Source: an optimization exercise on an open RTL-to-GDS flow (aim: small area). Production flows keep margins and buffers that such runs may drop. Only simulation tests tie the RTL to the original design; equivalence was not proved. Power figures rest on the tool's default switching activity, not on a simulated workload.

==> flow/design.v (outline; a module is shown in full before it is edited, if it fits) <==
// module pcie_us_axi_dma_rd: 1230 lines
// module pcie_us_axi_dma_wr: 858 lines
// module pcie_us_axi_dma: 265 lines
// module pcie_us_axi_dma_x64: 179 lines
module pcie_us_axi_dma_x64 (
    input  wire          clk,
    input  wire          rst,
    input  wire [63:0]   s_axis_rc_tdata,
    input  wire [1:0]    s_axis_rc_tkeep,
    input  wire          s_axis_rc_tvalid,
    output wire          s_axis_rc_tready,
    input  wire          s_axis_rc_tlast,
    input  wire [74:0]   s_axis_rc_tuser,
    output wire [63:0]   m_axis_rq_tdata,
    output wire [1:0]    m_axis_rq_tkeep,
    output wire          m_axis_rq_tvalid,
    input  wire          m_axis_rq_tready,
    output wire          m_axis_rq_tlast,
    output wire [59:0]   m_axis_rq_tuser,
    input  wire [63:0]   s_axis_read_desc_pcie_addr,
    input  wire [31:0]   s_axis_read_desc_axi_addr,
    input  wire [15:0]   s_axis_read_desc_len,
    input  wire [7:0]    s_axis_read_desc_tag,
    input  wire          s_axis_read_desc_valid,
    output wire          s_axis_read_desc_ready,
    output wire [7:0]    m_axis_read_desc_status_tag,
    output wire          m_axis_read_desc_status_valid,
    input  wire [63:0]   s_axis_write_desc_pcie_addr,
    input  wire [31:0]   s_axis_write_desc_axi_addr,
    input  wire [15:0]   s_axis_write_desc_len,
    input  wire [7:0]    s_axis_write_desc_tag,
    input  wire          s_axis_write_desc_valid,
    output wire          s_axis_write_desc_ready,
    output wire [7:0]    m_axis_write_desc_status_tag,
    output wire          m_axis_write_desc_status_valid,
    output wire [7:0]    m_axi_awid,
    output wire [31:0]   m_axi_awaddr,
    output wire [7:0]    m_axi_awlen,
    output wire [2:0]    m_axi_awsize,
    output wire [1:0]    m_axi_awburst,
    output wire          m_axi_awlock,
    output wire [3:0]    m_axi_awcache,
    output wire [2:0]    m_axi_awprot,
    output wire          m_axi_awvalid,
    input  wire          m_axi_awready,
    output wire [63:0]   m_axi_wdata,
    output wire [7:0]    m_axi_wstrb,
    output wire          m_axi_wlast,
    output wire          m_axi_wvalid,
    input  wire          m_axi_wready,
    input  wire [7:0]    m_axi_bid,
    input  wire [1:0]    m_axi_bresp,
    input  wire          m_axi_bvalid,
    output wire          m_axi_bready,
    output wire [7:0]    m_axi_arid,
    output wire [31:0]   m_axi_araddr,
    output wire [7:0]    m_axi_arlen,
    output wire [2:0]    m_axi_arsize,
    output wire [1:0]    m_axi_arburst,
    output wire          m_axi_arlock,
    output wire [3:0]    m_axi_arcache,
    output wire [2:0]    m_axi_arprot,
    output wire          m_axi_arvalid,
    input  wire          m_axi_arready,
    input  wire [7:0]    m_axi_rid,
    input  wire [63:0]   m_axi_rdata,
    input  wire [1:0]    m_axi_rresp,
    input  wire          m_axi_rlast,
    input  wire          m_axi_rvalid,
    output wire          m_axi_rready,
    input  wire          read_enable,
    input  wire          write_enable,
    input  wire          ext_tag_enable,
    input  wire [15:0]   requester_id,
    input  wire          requester_id_enable,
  // ...
==> flow/flow/run.sh <==
#!/bin/bash
# Layout: the standard flow (standard.sh: unchanged synthesis, floorplan, power
# grid, placement, clock tree, routing), with two ORFS settings passed through the
# environment:
#  - BUFFER_PORTS_ARGS: every input and output port still gets its own buffer, but a
#    buf_2 instead of the default cell;
#  - MAX_REPAIR_ANTENNAS_ITER_DRT: more rounds of antenna repair after detailed
#    routing (10 instead of 5) before giving up.
# make's output goes to standard.log in this folder; each tool's full log is under
# orfs/logs/.
set -euo pipefail
export BUFFER_PORTS_ARGS="-buffer_cell sky130_fd_sc_hd__buf_2"
export MAX_REPAIR_ANTENNAS_ITER_DRT=10
bash standard.sh > standard.log 2>&1
==> flow/standard.sh <==
#!/bin/bash
# synth_recipe.tcl (not shown) runs the flow's synth.tcl, then flattens the netlist and writes it again
# the make line also repeats each setting of config.mk as NAME=value (left out here)
make -C /OpenROAD-flow-scripts/flow DESIGN_CONFIG=/design/flow/config.mk WORK_HOME=/design/flow/orfs CLKGATE_MAP_FILE= SYNTH_SCRIPT=/design/flow/synth_recipe.tcl "${@:-finish}"
==> flow/config.mk <==
export PLATFORM = sky130hd
export DESIGN_NAME = pcie_us_axi_dma_x64
export DESIGN_NICKNAME = pcie_us_axi_dma_x64
export VERILOG_FILES = /design/flow/design.v
export SDC_FILE = /design/flow/constraint.sdc
export NUM_CORES = 8
export LEC_CHECK = 0
export CAP_MARGIN = 20
export CORE_MARGIN = 2
export CORE_UTILIZATION = 50
export CTS_BUF_LIST = sky130_fd_sc_hd__clkbuf_16
export CTS_CLUSTER_DIAMETER = 90
export CTS_CLUSTER_SIZE = 20
export PLACE_DENSITY = 0.6
export SLEW_MARGIN = 20
==> flow/constraint.sdc <==
create_clock -name core_clock -period 10.0 [get_ports {clk}]
set_input_delay 2.0000 -clock core_clock [delete_from_list [all_inputs] [get_ports {clk}]]
set_output_delay 2.0000 -clock core_clock [all_outputs]
set_load 0.01 [all_outputs]
==> reports/metrics.yaml, run 1 <==
floorplan:
  n_tap_cell: 6994
  ios: 855
  die_area_sq_um: 536000
  rows: 267
  fp.dieH_um: 732
global_route:
  grt.total_usage_pct: 44.0
  grtUsageMet1_pct: 57.3
  grt_max_degree: 174
  use_met2_pct: 63.4
clocking:
  clk_latency_ps: 1160
  cts_hold_buf: 0
  cts_tree: "yes"
cells_and_area:
  buffers: 1400
  final_layout_size_suffix_gt1_share_pct: 14.4
  largest_reg_flops: 2048
  synthToLayoutAreaGrowth_pct: 9.26
  nFlopsAndLatches: 5675
  inv_count: 365
  clock_buffers: 337
  reg_top3: "dma_inst.pcie_us_axi_dma_rd_inst.pcie_tag_table_axi_addr (2048), dma_inst.pcie_us_axi_dma_rd_inst.op_table_write_count (704)"
  final-seq-area_sq_um: 168000
sta:
  slew_headroom_pct: 6.61
  hold_viol: 0
  clock_skew_ps: 135
  slew_violations: 0
min_path:
  hold_depth: 0
synthesis:
  synth_common_cells: "5385 x edfxtp_1, 1389 x nand2_1, 1283 x a22oi_1"
  synth_flop_cell: "edfxtp_1"
  ys_seq_area_share_pct: 63.2
  muxShareOfSynthArea_pct: 5.41
  ys_ff_latch: 5675
setup_path:
  cp_data_required_time_ps: 10790
  rrSetupSlack_ps: 1270
  crit_fanout: 65
place:
  place.gp.congestion: 1.11
  dpl_cell_area_sq_um: 279000
  io_buffers: 678
run_status:
  status: "finished clean"
power_and_ir_drop:
  leakage_nw: 97.2
  seq_power_mw: 26.7
==> inputs of run 2 (changes only) <==
--- a/flow/design.v
+++ b/flow/design.v
@@ -722,29 +722,17 @@
                 last_cycle_next = output_cycle_count_next == 0;
                 input_active_next = 1'b1;
                 m_axi_awid_next = op_tag_reg;
                 m_axi_awaddr_next = axi_addr_reg;
                 m_axi_awlen_next = output_cycle_count_next;
                 m_axi_awvalid_next = 1'b1;
                 axi_addr_next = axi_addr_reg + tr_count_next;
                 op_count_next = op_count_reg - tr_count_next;
-                if (1'b1) begin  
-                    if (((axi_addr_next & 12'hfff) + (op_count_next & 12'hfff)) >> 12 != 0) begin
-                        tr_count_next = 13'h1000 - axi_addr_next[11:0];
-                    end else begin
-                        tr_count_next = op_count_next;
-                    end
-                end else begin
-                    if (((axi_addr_next & 12'hfff) + AXI_MAX_BURST_SIZE) >> 12 != 0) begin
-                        tr_count_next = 13'h1000 - axi_addr_next[11:0];
-                    end else begin
-                        tr_count_next = AXI_MAX_BURST_SIZE - axi_addr_next[OFFSET_WIDTH-1:0];
-                    end
-                end
+                tr_count_next = op_count_next;
                 op_table_write_start_ptr = op_tag_reg;
                 op_table_write_start_commit = op_count_next == 0 && final_cpl_reg && op_read_done;
                 op_table_write_start_en = 1'b1;
                 input_active_next = input_cycle_count_next != 0;
                 input_cycle_count_next = input_cycle_count_next - 1;
                 s_axis_rc_tready_next = m_axi_wready_int_early && input_active_next && bubble_cycle_reg && (!last_cycle_next || op_count_next == 0);
                 tlp_state_next = TLP_STATE_TRANSFER;
             end else begin
@@ -790,29 +778,17 @@
                     last_cycle_offset_next = axi_addr_reg[OFFSET_WIDTH-1:0] + tr_count_next;
                     last_cycle_next = output_cycle_count_next == 0;
                     input_active_next = tr_count_next > offset_reg;
                     m_axi_awaddr_next = axi_addr_reg;
                     m_axi_awlen_next = output_cycle_count_next;
                     m_axi_awvalid_next = 1'b1;
                     axi_addr_next = axi_addr_reg + tr_count_next;
                     op_count_next = op_count_reg - tr_count_next;
-                    if (1'b1) begin  
-                        if (((axi_addr_next & 12'hfff) + (op_count_next & 12'hfff)) >> 12 != 0) begin
-                            tr_count_next = 13'h1000 - axi_addr_next[11:0];
-                        end else begin
-                            tr_count_next = op_count_next;
-                        end
-                    end else begin
-                        if (((axi_addr_next & 12'hfff) + AXI_MAX_BURST_SIZE) >> 12 != 0) begin
-                            tr_count_next = 13'h1000 - axi_addr_next[11:0];
-                        end else begin
-                            tr_count_next = AXI_MAX_BURST_SIZE - axi_addr_next[OFFSET_WIDTH-1:0];
-                        end
-                    end
+                    tr_count_next = op_count_next;
                     op_table_write_start_ptr = op_tag_reg;
                     op_table_write_start_commit = op_count_next == 0 && final_cpl_reg && op_read_done;
                     op_table_write_start_en = 1'b1;
                     s_axis_rc_tready_next = m_axi_wready_int_early && input_active_next && (!last_cycle_next || op_count_next == 0);
                     tlp_state_next = TLP_STATE_TRANSFER;
                 end else begin
                     if (final_cpl_reg) begin
                         finish_tag_next = 1'b1;  
==> flow/flow/run.sh (replaced) <==
#!/bin/bash
# Layout: the standard flow (standard.sh: unchanged synthesis, floorplan, power
# grid, placement, clock tree, routing), with two ORFS settings passed through the
# environment:
#  - BUFFER_PORTS_ARGS: every input and output port still gets its own buffer, but a
#    buf_1 instead of the default cell;
#  - MAX_REPAIR_ANTENNAS_ITER_DRT: more rounds of antenna repair after detailed
#    routing (10 instead of 5) before giving up.
# make's output goes to standard.log in this folder; each tool's full log is under
# orfs/logs/.
set -euo pipefail
export BUFFER_PORTS_ARGS="-buffer_cell sky130_fd_sc_hd__buf_1"
export MAX_REPAIR_ANTENNAS_ITER_DRT=10
bash standard.sh > standard.log 2>&1
==> reports/metrics.yaml, run 2 <==
run_status:
  status: "finished clean"  # unchanged
cells_and_area:
  stdcell_count: 27924  # was 27967
  final_cell_mix: "5385 x edfxtp_1, 1283 x nand2_1, 1191 x a22oi_1"  # was 5385 x edfxtp_1, 1378 x nand2_1, 1282 x a22oi_1
  final_common_cell: "edfxtp_1"  # unchanged
  fillers: 43857  # was 43443
  top_register: "dma_inst.pcie_us_axi_dma_rd_inst.pcie_tag_table_axi_addr"  # unchanged
  largest_reg_flops: 2048  # unchanged
  fin_util_pct: 55.0  # was 54.8%
  final_layout_size_suffix_gt1_share_pct: 11.4  # was 14.4%
  nets: 21527  # was 21592
  synthToLayoutAreaGrowth_pct: 9.50  # was 9.26%
  fin_area_sq_um: 289000  # about the same
  reg_top3: "dma_inst.pcie_us_axi_dma_rd_inst.pcie_tag_table_axi_addr (2048), dma_inst.pcie_us_axi_dma_rd_inst.op_table_write_count (704)"  # unchanged
synthesis:
  synth_flop_cell: "edfxtp_1"  # unchanged
  yosys.area.top_type_share_pct: 61.3  # was 61.0%
  syn_avg_cell_area_sq_um: 13.1  # was 13.0 sq um
  yosys.area.top_type: "edfxtp_1"  # unchanged
  ys_seq_area_share_pct: 63.5  # was 63.2%
  syn-cell-area_sq_um: 264000  # was 265000 sq um
  synth_common_cells: "5385 x edfxtp_1, 1292 x nand2_1, 1191 x a22oi_1"  # was 5385 x edfxtp_1, 1389 x nand2_1, 1283 x a22oi_1
  synth_edf_count: 5385  # unchanged
  synthTopCellsByArea: "edfxtp_1 61%, a22o_1 3.8%, a22oi_1 3.4%"  # was edfxtp_1 61%, a22o_1 3.7%, a22oi_1 3.6%
  yosysMostFrequentCell: "edfxtp_1"  # unchanged
  synthArstFlopShare_pct: 0  # unchanged
  ys_ff_latch: 5675  # unchanged
  synth.distinct_cells: 102  # was 101
  yosys_warnings: 3  # unchanged
  syn_inst: 20176  # was 20358
clocking:
  clock_path_buffers: 4  # unchanged
  cts_hold_buf: 0  # unchanged
  clk_pin_slew_ps: 80  # was 90 ps
  cts_resized: 0  # unchanged
  cts_buffers: 333  # was 334
  post_cts_buffers: 0  # unchanged
  htreeDepth: 5  # unchanged
  clk_latency_ps: 1100  # was 1160 ps
  root_buffer: "clkbuf_16"  # unchanged
  cts.sinks: 5675  # unchanged
  cts_tree: "yes"  # unchanged
min_path:
  hp-class: "reg -> reg"  # unchanged
  min_from: "dma_inst.pcie_us_axi_dma_rd_inst.axi_addr_reg[25]"  # was dma_inst.pcie_us_axi_dma_wr_inst.axi_addr_reg[31]
  hold_depth: 0  # unchanged
setup_path:
  crit_fanout: 64  # was 65
  crit_cells: 28  # was 27
  critPathKind: "reg -> reg"  # unchanged
  start_kind: "flip-flop"  # unchanged
  cp_slowest_cell: "o41ai_1"  # was o41a_1
  r2r_cells: 28  # was 27
  cp_common_cell: "nand2_1"  # was a21o_1
  rrSetupSlack_ps: 1250  # was 1270 ps
  cp_data_required_time_ps: 10730  # was 10790 ps
  endpoint_kind: "flip-flop"  # unchanged
  path_buf_inv: 4  # was 3
  crit_family: "compound AO/OA/AOI/OAI gates"  # unchanged
  max_stage_delay_ps: 650  # was 710 ps
  critPathArrivalTime_ps: 9480  # was 9510 ps
job:
  cap_violations: 0  # unchanged
detailed_routing:
  route.detailed.drc: 0  # unchanged
  vias: 201129  # was 201305
  ant_nets: 0  # unchanged
  totalWireLength_um: 1200000  # was 1220000 um
  firstDrtPassIters: 14  # was 9
  drtIter0Drc: 34191  # was 33879
  avgViaCountPerCell: 7.20  # about the same
  wl_per_cell_um: 43.0  # was 43.5 um
sta:
  slew_violations: 0  # unchanged
  period_needed_ps: 8750  # was 8730 ps
  finalSetupViolations: 0  # unchanged
  finalWorstSetupSlack_ps: 1250  # was 1270 ps
  clock_skew_ps: 83.4  # was 135 ps
  slew_headroom_pct: 3.52  # was 6.61%
  timing.hold.ws_ps: 459  # was 483 ps
  max_freq_ghz: 0.114  # was 0.115 GHz
  finalCritPeriodShare_pct: 87.5  # was 87.3%
  hold_viol: 0  # unchanged
  worst_pin_slew_ps: 1450  # was 1400 ps
  rsz0062_at_grt: "no"  # unchanged
  fin_tns_setup_ps: 0  # unchanged
place:
  place.gp.congestion: 1.12  # was 1.11
  placedCellCount: 27319  # was 27400
  dp_hpwl_um: 817000  # was 831000 um
  dpl_cell_area_sq_um: 279000  # about the same
  io_buffers: 678  # unchanged
  dp_slack_ps: 366  # was 456 ps
power_and_ir_drop:
  power.density_nw_per_um2: 164  # was 163 nW/um^2
  finalPower_mw: 47.4  # was 47.1 mW
  leakage_nw: 95.9  # was 97.2 nW
  switching_share_pct: 27.4  # was 27.2%
  p_switching_mw: 13.0  # was 12.8 mW
  p_int_mw: 34.4  # was 34.3 mW
  seqPwrFrac_pct: 56.2  # was 56.7%
  ir_drop_mv: 0.197  # was 0.175 mV
  clock_power_share_pct: 30.8  # was 30.9%
  pwr-share-comb_pct: 13.0  # was 12.4%
global_route:
  grt_pass1_wl_um: 1590000  # was 1620000 um
  antenna_found_initial: 160  # was 171
  grt_pass1_vias: 181416  # was 182646
  grt_max_degree: 160  # was 174
  overflow: 0  # unchanged
  grt.total_usage_pct: 43.7  # was 44.0%
floorplan:
  die_area_sq_um: 533000  # was 536000 sq um
  coreArea_sq_um: 525000  # was 528000 sq um
  ios: 855  # unchanged
  fp.dieH_um: 730  # was 732 um
  rows: 266  # was 267
  start_util_pct: 50.2  # about the same
  die_x_um: 730  # was 732 um
-- run 2: layer usage --
metal | vias up | routed length [um] | track usage [%]
met3 | 3483 | 164000 | 14.0
met2 | 15866 | 499000 | 62.1
met5 | - | 1100 | 0.899
met1 | 101808 | 440000 | 57.7
li1 | 79894 | - | -
met4 | 78 | 97800 | 28.1
-- run 2: worst max-delay path by stage --
stage,start,end,slack [ps]
floorplan,max_payload_size[2],dma_inst.pcie_us_axi_dma_wr_inst.pcie_addr_reg[12],510
global placement,max_read_request_size[1],flip-flop,510
detailed placement,max_read_request_size[1],flip-flop,370
CTS,flip-flop,flip-flop,1130
global route,flip-flop,flip-flop,630
finish,flip-flop,flip-flop,1250
-- run 2: kinds of logic after synthesis --
kind of cell | Yosys count | share of synthesized area (%)
simple gates | 5346 | 10.0
other cells | 2 | 0.00285
compound gates | 4903 | 13.4
fa+ha+maj | 327 | 1.60
flops | 5675 | 63.5
xor+xnor | 970 | 3.23
mux | 1146 | 5.53
buf+inv | 1807 | 2.73
-- run 2: final cells by class --
class	count	area (sq um)	share of cell area [%]
Antenna cell	98	245	0.0849
Clock buffer	337	8430	2.92
Clock inverter	160	1250	0.435
Inverter	397	1490	0.517
Multi-Input combinational cell	12779	92000	31.9
Sequential cell	5675	168000	58.0
Tap cell	6968	8720	3.02
Timing Repair Buffer	1510	9090	3.15
-- run 2: power by group through the flow --
| stage | logic, mW | clock network [mW] | registers, mW |
|---|---|---|---|
| 4_1_cts | 5.94 | 14.6 | 26.6 |
| 3_5_place_dp | 5.91 | 0 | 27.2 |
| 2_1_floorplan | 3.58 | 0 | 27.0 |
| 6_report | 6.18 | 14.6 | 26.6 |
| 3_3_place_gp | 5.89 | 0 | 27.2 |
| 5_1_grt | 6.43 | 15.3 | 26.7 |
==> inputs of run 3 (changes only) <==
--- a/flow/config.mk
+++ b/flow/config.mk
@@ -7,3 +7,3 @@
 export LEC_CHECK = 0
-export CAP_MARGIN = 20
+export CAP_MARGIN = 30
 export CORE_MARGIN = 2
@@ -14,2 +14,2 @@
 export PLACE_DENSITY = 0.6
-export SLEW_MARGIN = 20
+export SLEW_MARGIN = 30
==> reports/metrics.yaml, run 3 <==
run_status:
  status: "finished clean"  # unchanged
clocking:
  clk_latency_ps: 1110  # was 1100 ps
  cts_buffers: 332  # was 333
  post_cts_buffers: 0  # unchanged
  cts_tree: "yes"  # unchanged
  htreeDepth: 5  # unchanged
  cts_hold_buf: 0  # unchanged
  clock_path_buffers: 4  # unchanged
  cts_resized: 0  # unchanged
  cts.sinks: 5675  # unchanged
  clk_pin_slew_ps: 90  # was 80 ps
  root_buffer: "clkbuf_16"  # unchanged
setup_path:
  cp_data_required_time_ps: 10790  # was 10730 ps
  r2r_cells: 28  # unchanged
  start_kind: "flip-flop"  # unchanged
  crit_family: "compound AO/OA/AOI/OAI gates"  # unchanged
  cp_slowest_cell: "o41ai_1"  # unchanged
  max_stage_delay_ps: 610  # was 650 ps
  crit_cells: 28  # unchanged
  rrSetupSlack_ps: 1420  # was 1250 ps
  critPathArrivalTime_ps: 9370  # was 9480 ps
  path_buf_inv: 4  # unchanged
  endpoint_kind: "flip-flop"  # unchanged
  critPathKind: "reg -> reg"  # unchanged
  cp_common_cell: "nand2_1"  # unchanged
  crit_fanout: 64  # unchanged
global_route:
  overflow: 0  # unchanged
  grt_max_degree: 160  # unchanged
  antenna_found_initial: 131  # was 160
  grt_pass1_wl_um: 1590000  # about the same
  grt_pass1_vias: 181063  # was 181416
  grt.total_usage_pct: 43.5  # was 43.7%
sta:
  max_freq_ghz: 0.117  # was 0.114 GHz
  hold_viol: 0  # unchanged
  timing.hold.ws_ps: 457  # was 459 ps
  period_needed_ps: 8580  # was 8750 ps
  slew_headroom_pct: 12.4  # was 3.52%
  fin_tns_setup_ps: 0  # unchanged
  finalSetupViolations: 0  # unchanged
  rsz0062_at_grt: "no"  # unchanged
  finalWorstSetupSlack_ps: 1420  # was 1250 ps
  slew_violations: 0  # unchanged
  worst_pin_slew_ps: 1300  # was 1450 ps
  clock_skew_ps: 123  # was 83.4 ps
  finalCritPeriodShare_pct: 85.8  # was 87.5%
place:
  dp_slack_ps: 442  # was 366 ps
  dpl_cell_area_sq_um: 279000  # about the same
  place.gp.congestion: 1.12  # unchanged
  placedCellCount: 27340  # was 27319
  io_buffers: 678  # unchanged
  dp_hpwl_um: 818000  # was 817000 um
cells_and_area:
  stdcell_count: 27935  # was 27924
  multi_input_area_sq_um: 92300  # was 92000 sq um
  final_layout_size_suffix_gt1_share_pct: 11.7  # was 11.4%
  final_common_cell: "edfxtp_1"  # unchanged
  fillers: 43588  # was 43857
  synthToLayoutAreaGrowth_pct: 9.80  # was 9.50%
  largest_reg_flops: 2048  # unchanged
  nets: 21546  # was 21527
  fin_area_sq_um: 290000  # was 289000 sq um
  reg_top3: "dma_inst.pcie_us_axi_dma_rd_inst.pcie_tag_table_axi_addr (2048), dma_inst.pcie_us_axi_dma_rd_inst.op_table_write_count (704)"  # unchanged
  final_cell_mix: "5385 x edfxtp_1, 1279 x nand2_1, 1191 x a22oi_1"  # was 5385 x edfxtp_1, 1283 x nand2_1, 1191 x a22oi_1
  final-seq-area_sq_um: 168000  # unchanged
  fin_util_pct: 55.1  # was 55.0%
  top_register: "dma_inst.pcie_us_axi_dma_rd_inst.pcie_tag_table_axi_addr"  # unchanged
floorplan:
  start_util_pct: 50.2  # unchanged
  die_area_sq_um: 533000  # unchanged
  coreArea_sq_um: 525000  # unchanged
  rows: 266  # unchanged
  fp.dieH_um: 730  # unchanged
  die_x_um: 730  # unchanged
  ios: 855  # unchanged
synthesis:
  syn_inst: 20176  # unchanged
  synthTopCellsByArea: "edfxtp_1 61%, a22o_1 3.8%, a22oi_1 3.4%"  # unchanged
  yosys.area.top_type: "edfxtp_1"  # unchanged
  yosysMostFrequentCell: "edfxtp_1"  # unchanged
  synth.distinct_cells: 102  # unchanged
  yosys_warnings: 3  # unchanged
  syn-cell-area_sq_um: 264000  # unchanged
  yosys.area.top_type_share_pct: 61.3  # unchanged
  ys_seq_area_share_pct: 63.5  # unchanged
  syn_avg_cell_area_sq_um: 13.1  # unchanged
  synth_flop_cell: "edfxtp_1"  # unchanged
  ys_ff_latch: 5675  # unchanged
  synth_edf_count: 5385  # unchanged
  synthArstFlopShare_pct: 0  # unchanged
  synth_common_cells: "5385 x edfxtp_1, 1292 x nand2_1, 1191 x a22oi_1"  # unchanged
power_and_ir_drop:
  leakage_nw: 96.2  # was 95.9 nW
  seqPwrFrac_pct: 56.2  # about the same
  ir_drop_mv: 0.179  # was 0.197 mV
  clock_power_share_pct: 30.7  # was 30.8%
  pwr-share-comb_pct: 13.1  # was 13.0%
  finalPower_mw: 47.4  # about the same
  p_switching_mw: 12.9  # was 13.0 mW
  p_int_mw: 34.5  # was 34.4 mW
  power.density_nw_per_um2: 164  # about the same
  switching_share_pct: 27.3  # was 27.4%
detailed_routing:
  route.detailed.drc: 0  # unchanged
  ant_nets: 0  # unchanged
  avgViaCountPerCell: 7.16  # was 7.20
  wl_per_cell_um: 42.8  # was 43.0 um
  firstDrtPassIters: 9  # was 14
  drtIter0Drc: 33061  # was 34191
  totalWireLength_um: 1200000  # about the same
  vias: 199934  # was 201129
min_path:
  hp-class: "reg -> reg"  # unchanged
  min_from: "dma_inst.pcie_us_axi_dma_rd_inst.axi_addr_reg[25]"  # unchanged
  hold_depth: 0  # unchanged
job:
  cap_violations: 0  # unchanged
run 3: cell counts after synthesis:
No cell type changed its count.
run 3: cell families (layout without fill, tap and decap cells):
| logic type | Yosys count | in the layout | share of synthesized area (%) |
|---|---|---|---|
| other | 2 | 187 | 0.00285 |
| xor gates and xnor gates | 970 | 970 | 3.23 |
| buffers and inverters | 1807 | 2413 | 2.73 |
| and+or+nand+nor | 5346 | 5346 | 10.0 |
| adders and majority gates | 327 | 327 | 1.60 |
| DFF | 5675 | 5675 | 63.5 |
| muxes | 1146 | 1146 | 5.53 |
| AOI/OAI and AO/OA | 4903 | 4903 | 13.4 |
run 3: worst max-delay path by stage:
stage,start,endpoint
floorplan,max_payload_size[2],dma_inst.pcie_us_axi_dma_wr_inst.pcie_addr_reg[12]
global placement,max_read_request_size[1],flip-flop
detailed placement,max_read_request_size[1],flip-flop
CTS,flip-flop,flip-flop
global route,flip-flop,flip-flop
finish,flip-flop,flip-flop
run 3: worst register-to-register path: cells and delay by family (launching register included):
family / cells / cell delay, ps
simple gates: 9 / 1980
xor+xnor: 1 / 160
compound gates: 11 / 3480
buf+inv: 4 / 1030
fa+ha+maj: 3 / 1050
flops: 1 / 560
run 3: layout make-up:
cell class	count	share of cell area, %
diodes	100	0.0864
clock buffers	335	2.90
clock inverters	151	0.444
inverters	397	0.516
multi-input cells	12779	31.9
flip-flops and latches	5675	57.9
well taps	6968	3.01
repair buffers	1530	3.33
run 3: routing by layer:
layer / GRT usage, % / part of all wire [%] / vias up
li1: - / - / 79909
met1: 57.3 / 37 / 101046
met2: 61.8 / 42 / 15501
met3: 14.7 / 14 / 3394
met4: 27.8 / 7.9 / 84
met5: 0.494 / 0.071 / -
run 3: power by group through the flow:
stage,clock network [mW],logic (mW),registers (mW)
after global routing,15.3,6.46,26.7
after detailed placement,0,5.94,27.2
after floorplan,0,3.58,27.0
after CTS,14.6,5.97,26.6
final,14.6,6.20,26.6
after global placement,0,5.89,27.2
==> inputs of run 4 (changes only) <==
--- a/flow/config.mk
+++ b/flow/config.mk
@@ -7,3 +7,3 @@
 export LEC_CHECK = 0
-export CAP_MARGIN = 30
+export CAP_MARGIN = 20
 export CORE_MARGIN = 2
@@ -11,5 +11,5 @@
 export CTS_BUF_LIST = sky130_fd_sc_hd__clkbuf_16
-export CTS_CLUSTER_DIAMETER = 90
-export CTS_CLUSTER_SIZE = 20
+export CTS_CLUSTER_DIAMETER = 100
+export CTS_CLUSTER_SIZE = 24
 export PLACE_DENSITY = 0.6
-export SLEW_MARGIN = 30
+export SLEW_MARGIN = 20
==> reports/metrics.yaml, run 4 <==
run_status:
  status: "finished clean"  # unchanged
cells_and_area:
  final_layout_size_suffix_gt1_share_pct: 11.2  # was 11.7%
  nets: 21482  # was 21546
  final_common_cell: "edfxtp_1"  # unchanged
  top_register: "dma_inst.pcie_us_axi_dma_rd_inst.pcie_tag_table_axi_addr"  # unchanged
  fillers: 44016  # was 43588
  largest_reg_flops: 2048  # unchanged
  reg_top3: "dma_inst.pcie_us_axi_dma_rd_inst.pcie_tag_table_axi_addr (2048), dma_inst.pcie_us_axi_dma_rd_inst.op_table_write_count (704)"  # unchanged
  fin_util_pct: 54.7  # was 55.1%
  synthToLayoutAreaGrowth_pct: 8.99  # was 9.80%
  final_cell_mix: "5385 x edfxtp_1, 1283 x nand2_1, 1191 x a22oi_1"  # was 5385 x edfxtp_1, 1279 x nand2_1, 1191 x a22oi_1
setup_path:
  start_kind: "flip-flop"  # unchanged
  r2r_cells: 28  # unchanged
  crit_fanout: 64  # unchanged
  critPathArrivalTime_ps: 9550  # was 9370 ps
  cp_slowest_cell: "o41ai_1"  # unchanged
  cp_common_cell: "nand2_1"  # unchanged
  cp_data_required_time_ps: 10740  # was 10790 ps
  endpoint_kind: "flip-flop"  # unchanged
  critPathKind: "reg -> reg"  # unchanged
  rrSetupSlack_ps: 1180  # was 1420 ps
  max_stage_delay_ps: 650  # was 610 ps
global_route:
  overflow: 0  # unchanged
  use_met3_pct: 13.8  # was 14.7%
  grt_pass1_wl_um: 1590000  # about the same
  grt_pass1_vias: 180949  # was 181063
  grt_max_degree: 160  # unchanged
  busiest_layer: "met2"  # unchanged
  use_met2_pct: 62.0  # was 61.8%
  antenna_found_initial: 155  # was 131
  grt.total_usage_pct: 43.6  # was 43.5%
  grtUsageMet1_pct: 57.7  # was 57.3%
synthesis:
  synth_top_family_by_area: "compound AO/OA/AOI/OAI gates"  # unchanged
  synth_edf_count: 5385  # unchanged
  ys_seq_area_share_pct: 63.5  # unchanged
  synth_common_cells: "5385 x edfxtp_1, 1292 x nand2_1, 1191 x a22oi_1"  # unchanged
  synthXorXnorAreaFrac_pct: 3.23  # unchanged
  yosys_warnings: 3  # unchanged
  syn_avg_cell_area_sq_um: 13.1  # unchanged
  syn-cell-area_sq_um: 264000  # unchanged
  synthTopCellsByArea: "edfxtp_1 61%, a22o_1 3.8%, a22oi_1 3.4%"  # unchanged
  yosys.area.top_type_share_pct: 61.3  # unchanged
  ys_ff_latch: 5675  # unchanged
  yosysMostFrequentCell: "edfxtp_1"  # unchanged
  syn_inst: 20176  # unchanged
  synth_fa_ha_area_share_pct: 1.60  # unchanged
  synth-simple-area-share_pct: 10.0  # unchanged
  muxShareOfSynthArea_pct: 5.53  # unchanged
  yosys.area.top_type: "edfxtp_1"  # unchanged
  synth_compound_area_share_pct: 13.4  # unchanged
  synthArstFlopShare_pct: 0  # unchanged
  synth.distinct_cells: 102  # unchanged
  synth_flop_cell: "edfxtp_1"  # unchanged
clocking:
  clk_pin_slew_ps: 100  # was 90 ps
  cts_tree: "yes"  # unchanged
  cts_buffers: 285  # was 332
  htreeDepth: 5  # unchanged
  post_cts_buffers: 0  # unchanged
  cts_hold_buf: 0  # unchanged
  cts.sinks: 5675  # unchanged
  clk_latency_ps: 1090  # was 1110 ps
  root_buffer: "clkbuf_16"  # unchanged
  clock_path_buffers: 4  # unchanged
  cts_resized: 0  # unchanged
power_and_ir_drop:
  pwr-share-comb_pct: 13.3  # was 13.1%
  clock_power_share_pct: 29.1  # was 30.7%
  switching_share_pct: 27.4  # was 27.3%
  p_int_mw: 33.6  # was 34.5 mW
  seqPwrFrac_pct: 57.5  # was 56.2%
  power.density_nw_per_um2: 161  # was 164 nW/um^2
  finalPower_mw: 46.3  # was 47.4 mW
  p_switching_mw: 12.7  # was 12.9 mW
  leakage_nw: 95.2  # was 96.2 nW
  ir_drop_mv: 0.228  # was 0.179 mV
min_path:
  hp-class: "reg -> reg"  # unchanged
  hold_depth: 0  # unchanged
  min_from: "dma_inst.pcie_us_axi_dma_rd_inst.axi_addr_reg[25]"  # unchanged
detailed_routing:
  drtIter0Drc: 34119  # was 33061
  firstDrtPassIters: 12  # was 9
  ant_nets: 0  # unchanged
  vias: 200347  # was 199934
  route.detailed.drc: 0  # unchanged
  totalWireLength_um: 1200000  # about the same
  avgViaCountPerCell: 7.19  # was 7.16
  wl_per_cell_um: 43.0  # was 42.8 um
sta:
  hold_viol: 0  # unchanged
  worst_pin_slew_ps: 1380  # was 1300 ps
  finalSetupViolations: 0  # unchanged
  finalCritPeriodShare_pct: 88.2  # was 85.8%
  slew_headroom_pct: 7.69  # was 12.4%
  period_needed_ps: 8820  # was 8580 ps
  rsz0062_at_grt: "no"  # unchanged
  fin_tns_setup_ps: 0  # unchanged
  slew_violations: 0  # unchanged
  max_freq_ghz: 0.113  # was 0.117 GHz
  clock_skew_ps: 97.7  # was 123 ps
floorplan:
  fp.dieH_um: 730  # unchanged
  coreArea_sq_um: 525000  # unchanged
  start_util_pct: 50.2  # unchanged
  ios: 855  # unchanged
  rows: 266  # unchanged
  die_area_sq_um: 533000  # unchanged
  die_x_um: 730  # unchanged
place:
  place.gp.congestion: 1.12  # unchanged
  dp_hpwl_um: 817000  # was 818000 um
  io_buffers: 678  # unchanged
job:
  cap_violations: 0  # unchanged
[run 4: power groups by stage]
stage / Clock [mW] / Combinational, mW / Sequential (mW)
floorplan: 0 / 3.58 / 27.0
global placement: 0 / 5.89 / 27.2
detailed placement: 0 / 5.91 / 27.2
CTS: 13.5 / 5.94 / 26.6
global route: 14.2 / 6.43 / 26.7
finish: 13.5 / 6.17 / 26.6
[run 4: stage by stage]
| stage | instances | setup WS (ps) | hold slack (ps) | area, sq um |
|---|---|---|---|---|
| floorplan | 20261 | 511 | 406 | 264000 |
| global placement | 27308 | 508 | 439 | 278000 |
| detailed placement | 27319 | 366 | 440 | 279000 |
| CTS | 27745 | 1090 | 445 | 287000 |
| global route | 27786 | 605 | 457 | 287000 |
| finish | 27853 | 1180 | 445 | 287000 |
[run 4: cell type report]
cell class,count,area [sq um],area share (%)
inverters,397,1490,0.520
diodes,95,238,0.0827
flip-flops and latches,5675,168000,58.3
repair buffers,1513,9140,3.18
multi-input cells,12779,92000,32.0
well taps,6968,8720,3.03
clock inverters,137,1090,0.381
clock buffers,289,7230,2.52
[run 4: how the worst max path moves through the flow]
| stage | start | endpoint | slack, ps | cells past startpoint |
|---|---|---|---|---|
| 2_1_floorplan | max_payload_size[2] | dma_inst.pcie_us_axi_dma_wr_inst.pcie_addr_reg[12] | 510 | 14 |
| 3_3_place_gp | max_read_request_size[1] | flip-flop | 510 | 24 |
| 3_5_place_dp | max_read_request_size[1] | flip-flop | 370 | 24 |
| 4_1_cts | flip-flop | flip-flop | 1090 | 27 |
| 5_1_grt | flip-flop | flip-flop | 610 | 28 |
| 6_report | flip-flop | flip-flop | 1180 | 28 |
[run 4: kinds of logic (layout without fill, tap and decap cells)]
family	Yosys count	in the layout
fa+ha+maj	327	327
buf+inv	1807	2336
flops	5675	5675
simple gates	5346	5346
compound gates	4903	4903
other cells	2	182
mux	1146	1146
xor+xnor	970	970
[run 4: metal layers]
layer	routed length, um	vias up
met3	159000	3485
met5	1160	-
met1	442000	101539
met4	98100	106
li1	-	79730
met2	498000	15487
[run 4: worst max-delay path, delay by kind of cell, from the launching register on]
kind / cells / cell delay [ps]
xor gates and xnor gates: 1 / 170
and+or+nand+nor: 9 / 2040
buffers and inverters: 4 / 1030
adders and majority gates: 3 / 1050
AOI/OAI and AO/OA: 11 / 3600
DFF: 1 / 560

separate check: timing with driven ports:
How much do the figures lean on ideal ports? The routed layouts below were timed once more, with nothing changed but the port constraints.
Step 1: set_driving_cell puts a clkbuf_16 on clk and a buf_2 on each other input, an assumption about the parent block.
Step 2 adds t to the input delays and takes it off the output delays; t is the mean of the earliest and latest rising clock arrival at the registers after step 1. Input paths then give back, and output paths get back, about the clock's delay inside the block.
Three values: no drivers, after step 1, after step 2; two values: the first two.
| run | shift t [ns] | slack for setup (ns) | worst setup path after step 2 | clock arrival spread, ns | worst slew at a driven data input, ns |
|---|---|---|---|---|---|
| run 1 | 1.239 | 1.274 / 1.274 / 0.165 | input to register | 0.138 / 0.138 | 0.36 |
| run 2 | 1.203 | 1.253 / 1.253 / 0.265 | input to register | 0.094 / 0.094 | 0.34 |
| run 3 | 1.196 | 1.419 / 1.419 / 0.457 | input to register | 0.134 / 0.135 | 0.32 |
| run 4 | 1.179 | 1.185 / 1.185 / 0.250 | input to register | 0.106 / 0.106 | 0.33 |
After both steps every run listed still meets setup and hold. For run 1, which loses most, drivers alone change the setup slack by 0.000 ns; drivers and shift together by -1.109 ns.
